What follows belongs to an exercise in optimizing a design on an open flow for a short achievable clock period and few clock cycles; a production flow would make more cautious choices.
Function was checked by simulation only, so behaviour that the tests miss may differ from the original.
Power and IR drop assume default switching activity.

File: config.mk
export PLATFORM = sky130hd
export DESIGN_NAME = myCPU
export DESIGN_NICKNAME = myCPU
export VERILOG_FILES = /design/flow/design.v
export SDC_FILE = /design/flow/constraint.sdc
export NUM_CORES = 4
export LEC_CHECK = 0
export CAP_MARGIN = 20
export CORE_MARGIN = 2
export CORE_UTILIZATION = 40
export SLEW_MARGIN = 20
File: constraint.sdc
create_clock -name core_clock -period 8.5 [get_ports {cpu_clk}]
set_input_delay 1.7000 -clock core_clock [delete_from_list [all_inputs] [get_ports {cpu_clk}]]
set_output_delay 1.7000 -clock core_clock [all_outputs]
set_load 0.01 [all_outputs]
File: design.v
module pc(
  input wire rst,
  input wire clk,
  input wire[31:0] din,
  input wire data_hazard,
  input wire control_hazard,
  output reg[31:0] pc
);
always @(posedge clk or posedge rst) begin
  if(rst) begin
      pc<=0;
  end
  else if(control_hazard) pc<=din;
  else if(data_hazard) pc<=pc;
  else pc <= din;
end
endmodule
module npc(
  input wire[1:0] op,
  input wire br,
  input wire[31:0] offset,
  input wire[31:0] rs_imm,
  input wire[31:0] pc,
  output wire[31:0] pc4,
  output reg[31:0] npc
);
assign pc4 = pc+4;
always @(*) begin
  if(op == 2'b01) npc = rs_imm;
  else if(op == 2'b10 && br == 1) npc = pc+offset-8;
  else if(op == 2'b10 && br == 0) npc = pc+4;
  else if(op == 2'b11) npc = pc+offset-8;
  else npc = pc+4;
end
endmodule
module IF_ID(
  input wire clk,
  input wire rst,
  input wire[31:0] IF_inst,
  input wire[31:0] IF_pc4,
  input wire data_hazard,
  input wire control_hazard,   
  output reg[31:0] ID_inst,
  output reg[31:0] ID_pc4
);
always @(posedge clk or posedge rst) begin
  if(rst) ID_inst<=0;
  else if(control_hazard) ID_inst<=0;
  else if(data_hazard) ID_inst<=ID_inst;
  else ID_inst<=IF_inst;
end
always @(posedge clk or posedge rst) begin
  if(rst) ID_pc4<=0;
  else if(control_hazard) ID_pc4<=0;
  else if(data_hazard) ID_pc4<=ID_pc4;
  else ID_pc4<=IF_pc4;
end
endmodule
module control #(
    localparam OP_R    = 7'b0110011,
    localparam OP_I    = 7'b0010011,
    localparam OP_LOAD = 7'b0000011,
    localparam OP_S    = 7'b0100011,
    localparam OP_B    = 7'b1100011,
    localparam OP_LUI  = 7'b0110111,
    localparam OP_JAL  = 7'b1101111,
    localparam OP_JALR = 7'b1100111
)
(
  input wire[31:0] inst,
  output reg[1:0] npc_op,
  output reg rf_we,
  output reg[1:0] rf_wsel,
  output reg[2:0] sext_op,
  output reg alub_sel,
  output reg dram_we,
  output reg[3:0] alu_op,
  output reg[1:0] rf_re
);
wire[6:0] opcode = inst[6:0];
wire[2:0] funct3 = inst[14:12];
wire[6:0] funct7 = inst[31:25];
always @(*) begin
  case(opcode)
    OP_R, OP_I, OP_LOAD, OP_LUI, OP_S: npc_op = 2'b00;
    OP_JALR:                           npc_op = 2'b01;
    OP_B:                              npc_op = 2'b10;
    OP_JAL:                            npc_op = 2'b11;
    default:                           npc_op = 2'b00;
  endcase
end
always @(*) begin
  if(opcode == OP_B || opcode == OP_S) rf_we = 0;
  else rf_we  = 1;
end
always @(*) begin
  case(opcode)
    OP_R, OP_I: rf_wsel = 2'b00;
    OP_LOAD: rf_wsel = 2'b01;
    OP_JALR, OP_JAL: rf_wsel = 2'b10;
    OP_LUI: rf_wsel = 2'b11;
    default: rf_wsel = 2'b00;
  endcase
end
always @(*) begin
  case(opcode)
    OP_I:
      case(funct3)
        3'b001, 3'b101: sext_op = 3'b010; 
        default: sext_op = 3'b001;
      endcase
    OP_LOAD, OP_JALR: sext_op = 3'b001;
    OP_LUI: sext_op = 3'b101;
    OP_JAL: sext_op = 3'b110;
    OP_B: sext_op = 3'b100;
    OP_S: sext_op = 3'b011;
    OP_R: sext_op = 3'b000;
    default: sext_op = 3'b000;
  endcase
end
always @ (*) begin
    case (opcode)
        OP_I, OP_LOAD, OP_S, OP_JALR:
            alub_sel = 1;  
        default:
            alub_sel = 0;  
    endcase
end
always @(*) begin
  if(opcode == OP_S) dram_we = 1;
  else dram_we = 0;
end
always @ (*) begin
    case (opcode)
        OP_R: begin
            case (funct3)
                3'b000 : alu_op = funct7[5] ? 4'b0001 : 4'b0000;
                3'b111 : alu_op = 4'b0010;
                3'b110 : alu_op = 4'b0011 ;
                3'b100 : alu_op = 4'b0100;
                3'b001 : alu_op = 4'b0101;
                3'b101 : alu_op = funct7[5] ? 4'b0111 : 4'b0110;
                default: alu_op = 4'b0010;
            endcase
        end
        OP_I: begin
            case (funct3)
                3'b000 : alu_op = 4'b0000;
                3'b111 : alu_op = 4'b0010;
                3'b110 : alu_op = 4'b0011 ;
                3'b100 : alu_op = 4'b0100;
                3'b001 : alu_op = 4'b0101;
                3'b101 : alu_op = funct7[5] ? 4'b0111 : 4'b0110;
                default: alu_op = 4'b0010;
            endcase
        end
        OP_LOAD, OP_S, OP_JALR:
            alu_op = 4'b0000;
        OP_B:begin
            case(funct3)
              3'b000 : alu_op = 4'b1000;
              3'b001 : alu_op = 4'b1001;
              3'b100 : alu_op = 4'b1010;
              3'b101 : alu_op = 4'b1011;
              default: alu_op = 4'b1000;
            endcase
        end
        default:
            alu_op = 4'b0010;
    endcase
end
always @(*) begin
  case(opcode)
    OP_I, OP_LOAD, OP_JALR:
      rf_re = 2'b01;
    OP_LUI, OP_JAL:
      rf_re = 2'b00;
    default: 
      rf_re = 2'b11;
  endcase
end
endmodule
module sext(
  input wire[31:0] din,
  input wire[2:0] op,
  output reg[31:0] ext
);
wire sign=din[31];
always @(*) begin
  if(op == 3'b000) ext=0;
  else if(op == 3'b001) ext={{20{sign}},{din[31:20]}};
  else if(op == 3'b010) ext={{27{1'b0}},{din[24:20]}};
  else if(op == 3'b011) ext={{20{sign}},{din[31:25]},{din[11:7]}};
  else if(op == 3'b100) ext={{19{sign}},{din[31]},{din[7]},{din[30:25]},{din[11:8]},{1'b0}};
  else if(op == 3'b101) ext={{din[31:12]},{12{1'b0}}};
  else if(op == 3'b110) ext={{11{sign}},{din[31]},{din[19:12]},{din[20]},{din[30:21]},{1'b0}};
  else ext = 0;
end
endmodule
module RF(
  input wire clk,
  input wire[4:0] rR1,
  input wire[4:0] rR2,
  input wire[4:0] wR,
  input wire we,
  input wire[1:0] rf_wsel,
  input wire[31:0] pc4,  
  input wire[31:0] ext,  
  input wire[31:0] alu_c,  
  input wire[31:0] rd,   
  output wire[31:0] rD1,
  output wire[31:0] rD2,
  output reg[31:0] wD   
);
reg[31:0] rf[31:0];
assign rD1 = (rR1 == 5'b0)? 32'b0 : rf[rR1];
assign rD2 = (rR2 == 5'b0)? 32'b0 : rf[rR2];
always @(*) begin
  case(rf_wsel)
    2'b00 : wD = alu_c;
    2'b01 : wD = rd;
    2'b10 : wD = pc4;
    2'b11 : wD = ext;
    default: wD = pc4;
  endcase
end
always @(posedge clk) begin
    if(we && (wR != 5'b0)) rf[wR] <= wD;
end
endmodule
module ID_EX(
  input wire clk,
  input wire rst,
  input wire[1:0] ID_npc_op,
  input wire ID_ram_we,
  input wire[3:0] ID_alu_op,
  input wire ID_alub_sel,
  input wire ID_rf_we,
  input wire[1:0] ID_rf_wsel,
  input wire[4:0] ID_wR,
  input wire[31:0] ID_pc4,
  input wire[31:0] ID_rD1,
  input wire[31:0] ID_rD2,
  input wire[31:0] ID_ext,
  output reg[1:0] EX_npc_op,
  output reg EX_ram_we,
  output reg[3:0] EX_alu_op,
  output reg EX_alub_sel,
  output reg EX_rf_we,
  output reg[1:0] EX_rf_wsel,
  output reg[4:0] EX_wR,
  output reg[31:0] EX_pc4,
  output reg[31:0] EX_rD1,
  output reg[31:0] EX_rD2,
  output reg[31:0] EX_ext,
  input wire control_hazard, 
  input wire data_hazard
);
always @(posedge clk or posedge rst) begin
  if(rst) EX_npc_op<=0;
  else if(control_hazard | data_hazard) EX_npc_op<=0;
  else EX_npc_op <= ID_npc_op;
end
always @(posedge clk or posedge rst) begin
  if(rst) EX_ram_we<=0;
  else if(control_hazard | data_hazard) EX_ram_we<=0;
  else EX_ram_we <= ID_ram_we;
end
always @(posedge clk or posedge rst) begin
  if(rst) EX_alu_op<=0;
  else if(control_hazard | data_hazard) EX_alu_op<=0;
  else EX_alu_op <= ID_alu_op;
end
always @(posedge clk or posedge rst) begin
  if(rst) EX_alub_sel<=0;
  else if(control_hazard | data_hazard) EX_alub_sel<=0;
  else EX_alub_sel <= ID_alub_sel;
end
always @(posedge clk or posedge rst) begin
  if(rst) EX_rf_we<=0;
  else if(control_hazard | data_hazard) EX_rf_we<=0;
  else EX_rf_we <= ID_rf_we;
end
always @(posedge clk or posedge rst) begin
  if(rst) EX_rf_wsel<=0;
  else if(control_hazard | data_hazard) EX_rf_wsel<=0;
  else EX_rf_wsel <= ID_rf_wsel;
end
always @(posedge clk or posedge rst) begin
  if(rst) EX_wR<=0;
  else if(control_hazard | data_hazard) EX_wR<=0;
  else EX_wR <= ID_wR;
end
always @(posedge clk or posedge rst) begin
  if(rst) EX_pc4<=0;
  else if(control_hazard | data_hazard) EX_pc4<=0;
  else EX_pc4 <= ID_pc4;
end
always @(posedge clk or posedge rst) begin
  if(rst) EX_rD1<=0;
  else if(control_hazard | data_hazard) EX_rD1<=0;
  else EX_rD1 <= ID_rD1;
end
always @(posedge clk or posedge rst) begin
  if(rst) EX_rD2<=0;
  else if(control_hazard | data_hazard) EX_rD2<=0;
  else EX_rD2 <= ID_rD2;
end
always @(posedge clk or posedge rst) begin
  if(rst) EX_ext<=0;
  else if(control_hazard | data_hazard) EX_ext<=0;
  else EX_ext <= ID_ext;
end
endmodule
module alu(
  input wire[31:0] rs1,
  input wire[31:0] rs2,
  input wire[31:0] imm,
  input wire alub_sel,
  input wire[3:0] alu_op,
  output wire[31:0] alu_c,
  output wire alu_f
);
  wire[31:0] dataA = rs1;
  wire[31:0] dataB = alub_sel ? imm : rs2;
  reg[31:0] result;
    always @(*) begin
        case(alu_op)
            4'b0000 : result = dataA + dataB;
            4'b0001 : result = dataA - dataB;
            4'b0010 : result = dataA & dataB;
            4'b0011  : result = dataA | dataB;
            4'b0100 : result = dataA ^ dataB;
            4'b0101 : result = dataA << dataB[4:0];
            4'b0110 : result = dataA >> dataB[4:0];
            4'b0111 : result = ($signed(dataA)) >>> dataB[4:0];
            default : result = 0;
        endcase
    end
    assign alu_c = result;
    wire[31:0] sub = dataA - dataB;
    wire lt = (dataA[31] ^ dataB[31]) ? dataA[31] : sub[31];
    reg f;
    always @(*) begin
      if(alu_op == 4'b1000 && sub == 0) f = 1;
      else if(alu_op == 4'b1001 && sub != 0) f = 1;
      else if(alu_op == 4'b1010 && lt) f = 1;
      else if(alu_op == 4'b1011 && lt == 0) f = 1;
      else f = 0; 
    end
    assign alu_f = f;
endmodule
module EX_MEM(
  input wire clk,
  input wire rst,
  input wire EX_ram_we,
  input wire EX_rf_we,
  input wire[1:0] EX_rf_wsel,
  input wire[4:0] EX_wR,
  input wire[31:0] EX_pc4,
  input wire[31:0] EX_alu_c,
  input wire[31:0] EX_rD2,
  input wire[31:0] EX_ext,
  output reg MEM_ram_we,
  output reg MEM_rf_we,
  output reg[1:0] MEM_rf_wsel,
  output reg[4:0] MEM_wR,
  output reg[31:0] MEM_pc4,
  output reg[31:0] MEM_alu_c,
  output reg[31:0] MEM_rD2,
  output reg[31:0] MEM_ext
);
always @(posedge clk or posedge rst) begin
  if(rst) MEM_ram_we <= 0;
  else MEM_ram_we <= EX_ram_we;
end
always @(posedge clk or posedge rst) begin
  if(rst) MEM_rf_we <= 0;
  else MEM_rf_we <= EX_rf_we;
end
always @(posedge clk or posedge rst) begin
  if(rst) MEM_rf_wsel <= 0;
  else MEM_rf_wsel <= EX_rf_wsel;
end
always @(posedge clk or posedge rst) begin
  if(rst) MEM_wR <= 0;
  else MEM_wR <= EX_wR;
end
always @(posedge clk or posedge rst) begin
  if(rst) MEM_pc4 <= 0;
  else MEM_pc4 <= EX_pc4;
end
always @(posedge clk or posedge rst) begin
  if(rst) MEM_alu_c <= 0;
  else MEM_alu_c <= EX_alu_c;
end
always @(posedge clk or posedge rst) begin
  if(rst) MEM_rD2 <= 0;
  else MEM_rD2 <= EX_rD2;
end
always @(posedge clk or posedge rst) begin
  if(rst) MEM_ext <= 0;
  else MEM_ext <= EX_ext;
end
endmodule
module MEM_WB(
  input wire clk,
  input wire rst,
  input wire MEM_rf_we,
  input wire[1:0] MEM_rf_wsel,
  input wire[4:0] MEM_wR,
  input wire[31:0] MEM_pc4,
  input wire[31:0] MEM_alu_c,
  input wire[31:0] MEM_rd,
  input wire[31:0] MEM_ext,
  output reg WB_rf_we,
  output reg[1:0] WB_rf_wsel,
  output reg[4:0] WB_wR,
  output reg[31:0] WB_pc4,
  output reg[31:0] WB_alu_c,
  output reg[31:0] WB_rd,
  output reg[31:0] WB_ext
);
always @(posedge clk or posedge rst) begin
  if(rst) WB_rf_we <= 0;
  else WB_rf_we <= MEM_rf_we;
end
always @(posedge clk or posedge rst) begin
  if(rst) WB_rf_wsel <= 0;
  else WB_rf_wsel <= MEM_rf_wsel;
end
always @(posedge clk or posedge rst) begin
  if(rst) WB_wR <= 0;
  else WB_wR <= MEM_wR;
end
always @(posedge clk or posedge rst) begin
  if(rst) WB_pc4 <= 0;
  else WB_pc4 <= MEM_pc4;
end
always @(posedge clk or posedge rst) begin
  if(rst) WB_alu_c <= 0;
  else WB_alu_c <= MEM_alu_c;
end
always @(posedge clk or posedge rst) begin
  if(rst) WB_rd <= 0;
  else WB_rd <= MEM_rd;
end
always @(posedge clk or posedge rst) begin
  if(rst) WB_ext <= 0;
  else WB_ext <= MEM_ext;
end
endmodule
module data_hazard_detection(
  input wire[4:0] ID_rR1,
  input wire[4:0] ID_rR2,
  input wire[1:0] ID_rf_re,  
  input wire[31:0] ID_rD1,
  input wire[31:0] ID_rD2,
  input wire[4:0] EX_wR,
  input wire EX_rf_we,
  input wire[1:0] EX_rf_wsel,
  input wire[31:0] EX_pc4,
  input wire[31:0] EX_ext,
  input wire[31:0] EX_alu_c,
  input wire[4:0] MEM_wR,
  input wire MEM_rf_we,
  input wire[1:0] MEM_rf_wsel,
  input wire[31:0] MEM_pc4,
  input wire[31:0] MEM_ext,
  input wire[31:0] MEM_alu_c,
  input wire[31:0] MEM_rd,
  input wire[4:0] WB_wR,
  input wire WB_rf_we,
  input wire[1:0] WB_rf_wsel,
  input wire[31:0] WB_pc4,
  input wire[31:0] WB_ext,
  input wire[31:0] WB_alu_c,
  input wire[31:0] WB_rd,
  output reg[31:0] new_rD1,
  output reg[31:0] new_rD2,
  output wire data_hazard    
);
wire rR1_a = (ID_rR1 == EX_wR) & EX_rf_we &  ID_rf_re[0] & (ID_rR1 != 5'b0);
wire rR2_a = (ID_rR2 == EX_wR) & EX_rf_we &  ID_rf_re[1] & (ID_rR2 != 5'b0);
wire rR1_b = (ID_rR1 == MEM_wR) & MEM_rf_we &  ID_rf_re[0] & (ID_rR1 != 5'b0);
wire rR2_b = (ID_rR2 == MEM_wR) & MEM_rf_we &  ID_rf_re[1] & (ID_rR2 != 5'b0);
wire rR1_c = (ID_rR1 == WB_wR) & WB_rf_we &  ID_rf_re[0] & (ID_rR1 != 5'b0);
wire rR2_c = (ID_rR2 == WB_wR) & WB_rf_we &  ID_rf_re[1] & (ID_rR2 != 5'b0);
assign data_hazard = (rR1_a && EX_rf_wsel == 2'b01) || (rR2_a && EX_rf_wsel == 2'b01);
always @(*) begin
  if(rR1_a) begin
    case(EX_rf_wsel)
      2'b10: new_rD1=EX_pc4;
      2'b11: new_rD1=EX_ext;
      2'b00: new_rD1=EX_alu_c;
      default: new_rD1=EX_alu_c;
    endcase
  end
  else if(rR1_b) begin
    case(MEM_rf_wsel)
    2'b10: new_rD1=MEM_pc4;
    2'b11: new_rD1=MEM_ext;
    2'b00: new_rD1=MEM_alu_c;
    2'b01: new_rD1=MEM_rd;
    default: new_rD1=MEM_alu_c;
    endcase
  end
  else if(rR1_c) begin
    case(WB_rf_wsel)
    2'b10: new_rD1=WB_pc4;
    2'b11: new_rD1=WB_ext;
    2'b00: new_rD1=WB_alu_c;
    2'b01: new_rD1=WB_rd;
    default: new_rD1=WB_alu_c;
    endcase
  end
  else new_rD1=ID_rD1;
end
always @(*) begin
  if(rR2_a) begin
    case(EX_rf_wsel)
      2'b10: new_rD2=EX_pc4;
      2'b11: new_rD2=EX_ext;
      2'b00: new_rD2=EX_alu_c;
      default: new_rD2=EX_alu_c;
    endcase
  end
  else if(rR2_b) begin
    case(MEM_rf_wsel)
    2'b10: new_rD2=MEM_pc4;
    2'b11: new_rD2=MEM_ext;
    2'b00: new_rD2=MEM_alu_c;
    2'b01: new_rD2=MEM_rd;
    default: new_rD2=MEM_alu_c;
    endcase
  end
  else if(rR2_c) begin
    case(WB_rf_wsel)
    2'b10: new_rD2=WB_pc4;
    2'b11: new_rD2=WB_ext;
    2'b00: new_rD2=WB_alu_c;
    2'b01: new_rD2=WB_rd;
    default: new_rD2=WB_alu_c;
    endcase
  end
  else new_rD2=ID_rD2;
end
endmodule
module control_hazard_detection(
  input wire[1:0] EX_npc_op,
  input wire alu_f,
  output reg control_hazard
);
always @(*) begin
  if(EX_npc_op == 2'b01 || EX_npc_op == 2'b11) control_hazard = 1'b1;
  else if(EX_npc_op == 2'b10 && alu_f == 1) control_hazard = 1'b1;
  else control_hazard = 1'b0;
end
endmodule
`timescale 1ns / 1ps
module myCPU (
    input  wire         cpu_rst,
    input  wire         cpu_clk,
    output wire [13:0]  inst_addr,
    input  wire [31:0]  inst,
    output wire [31:0]  Bus_addr,
    input  wire [31:0]  Bus_rdata,
    output wire         Bus_wen,
    output wire [31:0]  Bus_wdata
);
wire[31:0] pc;
wire[31:0] npc;
wire[31:0] pc4;
wire[31:0] ID_inst;
wire[31:0] ID_pc4;
wire[1:0] npc_op;
wire rf_we;
wire[1:0] rf_wsel;
wire[2:0] sext_op;
wire alub_sel;
wire dram_we;
wire[3:0] alu_op;
wire[1:0] rf_re;
wire[31:0] ext;
wire[31:0] rD1;
wire[31:0] rD2;
wire[31:0] wD;
wire[1:0] EX_npc_op;
wire EX_ram_we;
wire[3:0] EX_alu_op;
wire EX_alub_sel;
wire EX_rf_we;
wire[1:0] EX_rf_wsel;
wire[4:0] EX_wR;
wire[31:0] EX_pc4;
wire[31:0] EX_rD1;
wire[31:0] EX_rD2;
wire[31:0] EX_ext;
wire[31:0] alu_c;
wire alu_f;
wire MEM_ram_we;
wire MEM_rf_we;
wire[1:0] MEM_rf_wsel;
wire[4:0] MEM_wR;
wire[31:0] MEM_pc4;
wire[31:0] MEM_alu_c;
wire[31:0] MEM_rD2;
wire[31:0] MEM_ext;
wire[31:0] rd;
wire WB_rf_we;
wire[1:0] WB_rf_wsel;
wire[4:0] WB_wR;
wire[31:0] WB_pc4;
wire[31:0] WB_alu_c;
wire[31:0] WB_rd;
wire[31:0] WB_ext;
wire[31:0] new_rD1;
wire[31:0] new_rD2;
wire data_hazard;
wire control_hazard;
pc PC(
  .rst(cpu_rst),
  .clk(cpu_clk),
  .din(npc),
  .data_hazard(data_hazard),
  .control_hazard(control_hazard),
  .pc(pc)
);
npc NPC(
  .op(EX_npc_op),
  .br(alu_f),
  .offset(EX_ext),
  .rs_imm(alu_c),
  .pc(pc),
  .pc4(pc4),
  .npc(npc)
);
assign inst_addr = pc[15:2];
IF_ID U_IF_ID(
  .clk(cpu_clk),
  .rst(cpu_rst),
  .IF_inst(inst),
  .IF_pc4(pc4),
  .data_hazard(data_hazard),
  .control_hazard(control_hazard),   
  .ID_inst(ID_inst),
  .ID_pc4(ID_pc4)
);
control CU(
  .inst(ID_inst),
  .npc_op(npc_op),
  .rf_we(rf_we),
  .rf_wsel(rf_wsel),
  .sext_op(sext_op),
  .alub_sel(alub_sel),
  .dram_we(dram_we),
  .alu_op(alu_op),
  .rf_re(rf_re)
);
sext SEXT(
  .din(ID_inst),
  .op(sext_op),
  .ext(ext)
);
RF U_RF(
  .clk(cpu_clk),
  .rR1(ID_inst[19:15]),
  .rR2(ID_inst[24:20]),
  .wR(WB_wR),
  .we(WB_rf_we),
  .rf_wsel(WB_rf_wsel),
  .pc4(WB_pc4),  
  .ext(WB_ext),  
  .alu_c(WB_alu_c),  
  .rd(WB_rd),   
  .rD1(rD1),
  .rD2(rD2),
  .wD(wD)  
);
ID_EX U_ID_EX(
  .clk(cpu_clk),
  .rst(cpu_rst),
  .ID_npc_op(npc_op),
  .ID_ram_we(dram_we),
  .ID_alu_op(alu_op),
  .ID_alub_sel(alub_sel),
  .ID_rf_we(rf_we),
  .ID_rf_wsel(rf_wsel),
  .ID_wR(ID_inst[11:7]),
  .ID_pc4(ID_pc4),
  .ID_rD1(new_rD1),
  .ID_rD2(new_rD2),
  .ID_ext(ext),
  .EX_npc_op(EX_npc_op),
  .EX_ram_we(EX_ram_we),
  .EX_alu_op(EX_alu_op),
  .EX_alub_sel(EX_alub_sel),
  .EX_rf_we(EX_rf_we),
  .EX_rf_wsel(EX_rf_wsel),
  .EX_wR(EX_wR),
  .EX_pc4(EX_pc4),
  .EX_rD1(EX_rD1),
  .EX_rD2(EX_rD2),
  .EX_ext(EX_ext),
  .control_hazard(control_hazard), 
  .data_hazard(data_hazard)
);
alu ALU(
  .rs1(EX_rD1),
  .rs2(EX_rD2),
  .imm(EX_ext),
  .alub_sel(EX_alub_sel),
  .alu_op(EX_alu_op),
  .alu_c(alu_c),
  .alu_f(alu_f)
);
EX_MEM U_EX_MEM(
  .clk(cpu_clk),
  .rst(cpu_rst),
  .EX_ram_we(EX_ram_we),
  .EX_rf_we(EX_rf_we),
  .EX_rf_wsel(EX_rf_wsel),
  .EX_wR(EX_wR),
  .EX_pc4(EX_pc4),
  .EX_alu_c(alu_c),
  .EX_rD2(EX_rD2),
  .EX_ext(EX_ext),
  .MEM_ram_we(MEM_ram_we),
  .MEM_rf_we(MEM_rf_we),
  .MEM_rf_wsel(MEM_rf_wsel),
  .MEM_wR(MEM_wR),
  .MEM_pc4(MEM_pc4),
  .MEM_alu_c(MEM_alu_c),
  .MEM_rD2(MEM_rD2),
  .MEM_ext(MEM_ext)
);
assign Bus_addr = MEM_alu_c;   
assign rd = Bus_rdata;     
assign Bus_wen = MEM_ram_we;  
assign Bus_wdata = MEM_rD2;    
MEM_WB U_MEM_WB(
  .clk(cpu_clk),
  .rst(cpu_rst),
  .MEM_rf_we(MEM_rf_we),
  .MEM_rf_wsel(MEM_rf_wsel),
  .MEM_wR(MEM_wR),
  .MEM_pc4(MEM_pc4),
  .MEM_alu_c(MEM_alu_c),
  .MEM_rd(rd),
  .MEM_ext(MEM_ext),
  .WB_rf_we(WB_rf_we),
  .WB_rf_wsel(WB_rf_wsel),
  .WB_wR(WB_wR),
  .WB_pc4(WB_pc4),
  .WB_alu_c(WB_alu_c),
  .WB_rd(WB_rd),
  .WB_ext(WB_ext)
);
data_hazard_detection U_datahazard_detection(
  .ID_rR1(ID_inst[19:15]),
  .ID_rR2(ID_inst[24:20]),
  .ID_rf_re(rf_re),  
  .ID_rD1(rD1),
  .ID_rD2(rD2),
  .EX_wR(EX_wR),
  .EX_rf_we(EX_rf_we),
  .EX_rf_wsel(EX_rf_wsel),
  .EX_pc4(EX_pc4),
  .EX_ext(EX_ext),
  .EX_alu_c(alu_c),
  .MEM_wR(MEM_wR),
  .MEM_rf_we(MEM_rf_we),
  .MEM_rf_wsel(MEM_rf_wsel),
  .MEM_pc4(MEM_pc4),
  .MEM_ext(MEM_ext),
  .MEM_alu_c(MEM_alu_c),
  .MEM_rd(rd),
  .WB_wR(WB_wR),
  .WB_rf_we(WB_rf_we),
  .WB_rf_wsel(WB_rf_wsel),
  .WB_pc4(WB_pc4),
  .WB_ext(WB_ext),
  .WB_alu_c(WB_alu_c),
  .WB_rd(WB_rd),
  .new_rD1(new_rD1),
  .new_rD2(new_rD2),
  .data_hazard(data_hazard)
);
control_hazard_detection U_control_hazard_detection(
  .EX_npc_op(EX_npc_op),
  .alu_f(alu_f),
  .control_hazard(control_hazard)
);
endmodule
File: run.sh
#!/bin/bash
# synth_recipe.tcl (not shown) runs the flow's synth.tcl, then flattens the netlist and writes it again
# the make line also repeats each setting of config.mk as NAME=value (left out here)
make -C /OpenROAD-flow-scripts/flow DESIGN_CONFIG=/design/flow/config.mk WORK_HOME=/design/flow/orfs CLKGATE_MAP_FILE= SYNTH_SCRIPT=/design/flow/synth_recipe.tcl finish
==> results.txt <==
- Status: no timing/DRC/antenna violations
- Root Buffer: clkbuf_16
- Iter 0 DRT Violations: 6625
- Setup TNS: 0 ns
- Cell Rows: 163
- Clock tree buffer depth: 3
- Tot GR Track Use: 28.74%
- Synth warn: 12
- Setup Skew: 0.04708 ns
- Top Ports: 145
- EDFF count, synth: 1024
- Rel. slew slack: 14.21%
- DRT Wirelength: 292400 um
- Sequential group share of total power: 40.4%
- Die area: 0.2025 mm2
- Layout area overhead: 13.42%
- WL met1: 112500 um
- VDD IR-drop max: 0.1704 mV
- WL met3: 22420 um
- Count of buffers from port buffering: 144
- Fin. Hold Viols: 0
- Clk pin slew, worst setup/hold paths: 0.06 ns
- Cells after DPL: 8055
- Count of cell types in the netlist: 94
- Hold Path Depth: 0
- Dpl ws: 1.054 ns
- Slew of the pin with the lowest slew margin: 1.254 ns
- Die width: 450.0 um
- CP required: 9.18 ns
- Power share of the clock group: 29.3%
- Leak: 32.41 nW
- Layout cells sized above 1: 23.75%
- Mean Syn Cell Area: 14.59 um2
- Sw frac: 35.38%
- ANT nets after route: 0
- Final nets: 5812
- First-pass GRT wire length: 411700 um
- DR top layer: met5
- Fmax: 131.4 MHz
- Cell area power density: 272.3 mW/mm2
- Fin crit share: 89.53%
- Critical path endpoint category: flip-flop
- Slew Viols, Final: 0
- Most flop-heavy register: U_RF.rf
- Crit path launch type: flip-flop
- DP HPWL: 199300 um
- Avg Vias per Cell: 6.334
- Mapped Area: 0.07957 mm2
- Wire per inst: 34.97 um
- Endpoints failing setup: 0
- Clock period minus final worst setup slack: 7.610 ns
- Crit Path Max Fanout: 21
- Die height: 450.0 um
- Clock Latency Late Sink: 0.84 ns
- Async set-reset flop share out of synthesis: 33.38%
- # H-tree levels: 4
- Largest net degree at the start of global routing: 175
- Unrepaired setup endpoints after global routing: false
- Met2 Routed Length: 135300 um
- Max-cap check violation count: 0
- Inserted Clock Buffers: 166
- Post_cts resized: 0
- Antenna violations before repair: 9
- CTS tree: built
- Initial core utilization: 40.31%
- DR vias: 52970
- Comb pwr share: 30.3%
- Post-Synthesis Cells: 5454
- Vias in the first global route: 53320
- DR DRC count: 0
- Final Non-Filler Cells: 8362
- Initial DRT Pass Iterations: 5
- Predominant post-synthesis flop cell: edfxtp_1
- Int Pwr: 0.01588 W
- Overflow after GRT: 0
- Final worst setup slack: 0.8901 ns
- FF+latch count, synth: 1537
- Seq/Total Area, Yosys: 54.78%
- Reg2reg path depth: 27
- Post-CTS Setup Bufs: 0
- Filler cell count: 17420
- Most frequent cells in the layout: edfxtp_1, mux4_2, dfrtp_1, nor2_1, a21oi_1
- Most common cell after layout, fill and taps aside: edfxtp_1
- Area of the multi-input gates: 0.03401 mm2
- Arrival @ worst endpoint: 8.29 ns
- FF+latch area: 0.04363 mm2
- CTS Hold Bufs: 0
- Worst hold path class: reg -> reg
- Setup CP Type: reg -> reg
- Sw Pwr: 0.008696 W
- Core Box Area: 0.1974 mm2
- Max reg flops: 1024
- Routability congestion estimate from global placement: 1.003
- CTS sink cnt: 1537
==> metal layers <==
| metal | global-route usage [%] | vias to the layer above |
|---|---|---|
| li1 | - | 21740 |
| met1 | 37.28 | 28070 |
| met2 | 44.67 | 2548 |
| met3 | 5.162 | 611 |
| met4 | 18.56 | 4 |
| met5 | 0 | - |
==> final cells by class <==
class,count,share of cell area [%]
Antenna cell,3,0.008318
Timing Repair Buffer,334,3.372
Clock inverter,87,0.8692
Inverter,232,0.9691
Clock buffer,217,5.099
Tap cell,2640,3.660
Sequential cell,1537,48.34
Multi-Input combinational cell,3312,37.68
==> kinds of logic (layout without fill, tap and decap cells) <==
kind of cell               Yosys count  count (layout)  share of synthesized area [%]
other                                1              35                       0.004713
AOI/OAI and AO/OA                  974             974                          8.134
DFF                               1537            1537                          54.78
muxes                              981             981                          24.09
buffers and inverters              636             870                          3.126
and+or+nand+nor                   1046            1046                          5.993
adders and majority gates          163             163                          2.601
xor gates and xnor gates           116             116                          1.277
==> per-stage QoR <==
stage | hold slack (ns) | cell area (um2) | util [%] | power [W]
after global routing | 0.3720 | 90240 | 45.71 | 0.02545
final | 0.3521 | 90250 | 45.72 | 0.02457
after floorplan | 0.3312 | 79690 | - | 0.01414
after global placement | 0.3528 | 84850 | 42.98 | 0.01734
after detailed placement | 0.3558 | 84860 | 42.98 | 0.01736
after CTS | 0.3541 | 90240 | 45.71 | 0.02453
==> power by group through the flow <==
| stage | clock network (W) | registers [W] | logic [W] |
|---|---|---|---|
| after floorplan | 0 | 0.00958 | 0.00456 |
| after global placement | 0 | 0.0101 | 0.00728 |
| after detailed placement | 0 | 0.0101 | 0.00729 |
| after CTS | 0.00728 | 0.00993 | 0.00733 |
| after global routing | 0.00758 | 0.00997 | 0.00790 |
| final | 0.00720 | 0.00993 | 0.00745 |
==> critical path, stage by stage (launching register included) <==
cell and delay, ns:
dfrtp_2 0.67, buf_4 0.30, mux2i_1 0.77, ha_1 0.50
nor2_1 0.18, o31ai_1 0.14, a31oi_1 0.31, nor2b_1 0.15
a21oi_1 0.28, a41oi_1 0.21, nor2_1 0.14, nor2_1 0.05
nor2_1 0.09, nor2_1 0.09, fa_1 0.56, nand3_1 0.09
a211o_1 0.26, a31oi_1 0.24, nand4_1 0.11, or4_1 0.55
nor4_4 0.34, buf_12 0.17, a31o_2 0.17, buf_4 0.28
nand3_1 0.30, buf_4 0.28, o22ai_1 0.15, a211oi_1 0.07
==> cells in the mapped netlist (18+ instances only) <==
master | instances | area, um2
o211ai_1 | 46 | 345.3
dfrtp_1 | 513 | 12840
ha_1 | 159 | 1989
and2_1 | 55 | 344.1
a211oi_1 | 105 | 788.3
a22oi_1 | 67 | 503.0
buf_2 | 32 | 160.2
mux2i_1 | 162 | 1622
o21ai_0 | 139 | 695.7
xnor2_1 | 77 | 674.4
nand3_1 | 61 | 305.3
nor4_1 | 31 | 193.9
nor2_1 | 429 | 1610
edfxtp_1 | 1024 | 30750
nand2b_1 | 20 | 125.1
a21oi_1 | 274 | 1371
or3_1 | 18 | 112.6
clkbuf_1 | 281 | 1055
xor2_1 | 39 | 341.6
mux2_2 | 77 | 867.1
a221oi_1 | 23 | 201.4
mux4_2 | 739 | 16640
o21a_1 | 40 | 300.3
nand4_1 | 23 | 143.9
nand2_1 | 272 | 1021
buf_1 | 76 | 285.3
nor3_1 | 43 | 215.2
nor2b_1 | 23 | 143.9
o22ai_1 | 31 | 193.9
inv_1 | 228 | 855.8
a21o_1 | 32 | 240.2
a31oi_1 | 30 | 187.7
==> path summary, 6_finish.rpt <==
path	from	to	slack, ns
worst max-delay path	U_ID_EX.EX_alub_sel	PC.pc[2]	0.89
worst min-delay path	U_EX_MEM.MEM_ext[29]	U_MEM_WB.WB_ext[29]	0.35
worst max register to register	U_ID_EX.EX_alub_sel	PC.pc[2]	0.89
worst min register to register	U_EX_MEM.MEM_ext[29]	U_MEM_WB.WB_ext[29]	0.35
max in group asynchronous	cpu_rst	U_ID_EX.EX_ext[11]	5.43
min in group asynchronous	cpu_rst	U_EX_MEM.MEM_alu_c[25]	1.24
Testbench counts, summed over its fixed seeds: cycles 278,814.

==> re-timing with driven ports <==
Ports are ideal in the flow. The routed layout listed here was re-timed in OpenROAD.
Step 1: set_driving_cell puts a clkbuf_16 on cpu_clk and a buf_2 on each other input, an assumption about the parent block.
Step 2 adds t to the input delays and takes it off the output delays; t is the mean of the earliest and latest rising clock arrival at the registers after step 1. Input paths then give back, and output paths get back, about the clock's delay inside the block.
Slacks: ideal ports / drivers / drivers and shift; pairs: ideal ports / drivers.
shift t [ns]: 0.899
setup slack, ns: 0.890 / 0.890 / 0.890
worst setup path at the end: register to register
clock arrival spread, ns: 0.049 / 0.049
cell pins on the clock port's net: 1
After both steps setup and hold are still met in this run. For this run, drivers alone change the setup slack by 0.000 ns; drivers and shift together by 0.000 ns.
